Source: an optimization exercise on an open RTL-to-GDS flow (aim: small area and a short achievable clock period). Production flows keep margins and buffers that such runs may drop. Only simulation tests tie the RTL to the original design; equivalence was not proved. Power is estimated from default activity; no workload was simulated.

the previous run:
// PGM
module PGM#(
    parameter    PLATFORM = "xilinx"
)(
input			clk,
input			rst_n,
input           cnt_rst,
input           lau_update_finish,
input     [47:0] timestamp,
input            in_pgm_addr_shift,
input            in_pgm_slot_shift, 
input	         in_pgm_test_start,       
input            test_stop, 
input     [11:0] in_pgm_pkt_1_len,
input     [11:0] in_pgm_pkt_2_len,
input     [11:0] in_pgm_pkt_3_len,
input     [11:0] in_pgm_pkt_4_len,
input     [11:0] in_pgm_pkt_5_len,
input     [11:0] in_pgm_pkt_6_len,
input     [11:0] in_pgm_pkt_7_len,
input     [11:0] in_pgm_pkt_8_len,
input	  [15:0] in_pgm_tb_1_size, 
input     [15:0] in_pgm_tb_1_rate,
input	  [15:0] in_pgm_tb_2_size, 
input     [15:0] in_pgm_tb_2_rate,
input	  [15:0] in_pgm_tb_3_size, 
input     [15:0] in_pgm_tb_3_rate,
input	  [15:0] in_pgm_tb_4_size, 
input     [15:0] in_pgm_tb_4_rate,
input	  [15:0] in_pgm_tb_5_size, 
input     [15:0] in_pgm_tb_5_rate,
input	  [15:0] in_pgm_tb_6_size, 
input     [15:0] in_pgm_tb_6_rate,
input	  [15:0] in_pgm_tb_7_size, 
input     [15:0] in_pgm_tb_7_rate,
input	  [15:0] in_pgm_tb_8_size, 
input     [15:0] in_pgm_tb_8_rate,
input            gcl_ram_rd,
input     [3:0]  slot_shift_cnt, 
input     [8:0]  slot_ID,
output     [31:0] out_pgm_pkt_1_cnt,
output     [31:0] out_pgm_pkt_2_cnt,
output     [31:0] out_pgm_pkt_3_cnt,
output     [31:0] out_pgm_pkt_4_cnt,
output     [31:0] out_pgm_pkt_5_cnt,
output     [31:0] out_pgm_pkt_6_cnt,
output     [31:0] out_pgm_pkt_7_cnt,
output     [31:0] out_pgm_pkt_8_cnt,
input     [7:0]  in_pgm_fifo_usedw, 
output           out_pgm_gcl_rd,   
output    [4:0]  out_pgm_gcl_addr,    
input	  [127:0]in_pgm_gc,         
output	         out_pgm_pkt_hdr_rd,
output	  [5:0]  out_pgm_pkt_hdr_addr,
input	  [127:0]in_pgm_pkt_hdr,
output	   [133:0]out_pgm_data,
output	          out_pgm_data_wr,
output	          out_pgm_data_valid,
output	          out_pgm_data_valid_wr
);
Size: about 5700 cells after synthesis, about 1100 flip-flops, ~0.056 mm^2 of cells after synthesis.
clock: 18.0 ns
lec_check: 0
cap_margin: 20
core_area: 5 5 315 315
die_area: 0 0 320 320
slew_margin: 20
standard.sh (not shown) runs the stock make flow with config.mk's settings and CLKGATE_MAP_FILE= SYNTH_SCRIPT=/design/flow/synth_recipe.tcl, a recipe that flattens the netlist after the stock synthesis.
==> flow/flow/run.sh <==
#!/bin/bash
set -euo pipefail
HERE=$(cd "$(dirname "$0")" && pwd)
MARGIN=$(cat "$HERE/margin.txt")
KNOBS=(BUFFER_PORTS_ARGS="-buffer_cell sky130_fd_sc_hd__buf_1" SETUP_SLACK_MARGIN=$MARGIN)
if [[ -f "$HERE/knobs.txt" ]]; then
  while read -r kv; do [[ -n "$kv" ]] && KNOBS+=("$kv"); done < "$HERE/knobs.txt"
fi
bash standard.sh "${KNOBS[@]}" synth > synth.log 2>&1
bash standard.sh "${KNOBS[@]}" floorplan > floorplan.log 2>&1
bash standard.sh "${KNOBS[@]}" place > place.log 2>&1
bash standard.sh "${KNOBS[@]}" cts > cts.log 2>&1
bash standard.sh "${KNOBS[@]}" route > route.log 2>&1
bash standard.sh "${KNOBS[@]}" finish > finish.log 2>&1
==> flow/flow/margin.txt <==
12.7
The following lists how the current run was set up differently from the previous run:
-- flow/design.v --
<<< the previous run, line 117
            end
        ks16 = {G[15], p ^ {G[14:0], cin}};
    end
endfunction
function kc16;
    input [15:0] a, b;
    input        cin;
    reg   [15:0] G, T;
    integer i, d;
    begin
        G = a & b;
        T = a | b;
        G[0] = G[0] | (T[0] & cin);
        for (d = 1; d < 16; d = d * 2)
            for (i = 15; i >= d; i = i - 1) begin
                G[i] = G[i] | (T[i] & G[i-d]);
                T[i] = T[i] & T[i-d];
            end
        kc16 = G[15];
    end
endfunction
>>> the current run, line 117
            end
        ks16 = {G[15], p ^ {G[14:0], cin}};
    end
endfunction
<<< the previous run, line 285
        rt_sel = rt_sel | (rt_all[si] & {16{sel1[si]}});
end
wire [15:0] rt_deb = rt_sel + nct;
genvar gi;
generate for (gi = 0; gi < 8; gi = gi + 1) begin : g_tb
>>> the current run, line 268
        rt_sel = rt_sel | (rt_all[si] & {16{sel1[si]}});
end
wire [16:0] rt_dbk = ks16(rt_sel, nct, 1'b0);
wire [15:0] rt_deb = rt_dbk[15:0];
genvar gi;
generate for (gi = 0; gi < 8; gi = gi + 1) begin : g_tb
<<< the previous run, line 311
        pl <= len[gi] + 12'd4;
    end
    assign req[gi] = kc16(RT, ~{4'd0, pl}, 1'b1);    
end endgenerate
endmodule
>>> the current run, line 295
        pl <= len[gi] + 12'd4;
    end
    assign req[gi] = RT >= {4'd0, pl};
end endgenerate
endmodule
Notes after the runs:
The current run has buffer count from post-CTS setup fixing below what the previous run had.
The previous run → the current run: sequential share of layout area moved down; wire length moved down; cell area after layout moved up; number of non-clock inverters moved up; share of total power in sequential cells moved down.
Per the comparison of the current run with the previous run, net count of the mapped netlist up about 1.8%, sequential power rose by 9.1%, worst endpoint required time ~0 delta, total net switching power went up by about 60%, xor and xnor area share after synthesis level.

==> re-timing with driven ports <==
The results above use ideal ports. As a check the final layouts listed here were re-extracted and re-timed, cells and wires unchanged. Step 1, drivers: a clkbuf_16 drives clk and a buf_2 each remaining input, both assumed. Step 2 adds t to the input delays and takes it off the output delays; t is the mean of the earliest and latest rising clock arrival at the registers after step 1. Input paths then give back, and output paths get back, about the clock's delay inside the block. a / b / c = ideal ports / drivers / drivers and shift; a / b = the first two.
| run | t (ns) | setup slack, ns | worst hold slack (ns) | worst setup path after step 2 |
|---|---|---|---|---|
| the previous run | 0.803 | 12.169 / 12.169 / 11.434 | 0.318 / 0.318 / 0.318 | input to register |
| the current run | 0.809 | 12.220 / 12.155 / 11.346 | 0.319 / 0.319 / 0.319 | input to register |
After both steps every run listed still meets setup and hold. The setup slack of the current run, which loses most, moves by -0.065 ns with the drivers and by -0.874 ns with both steps.
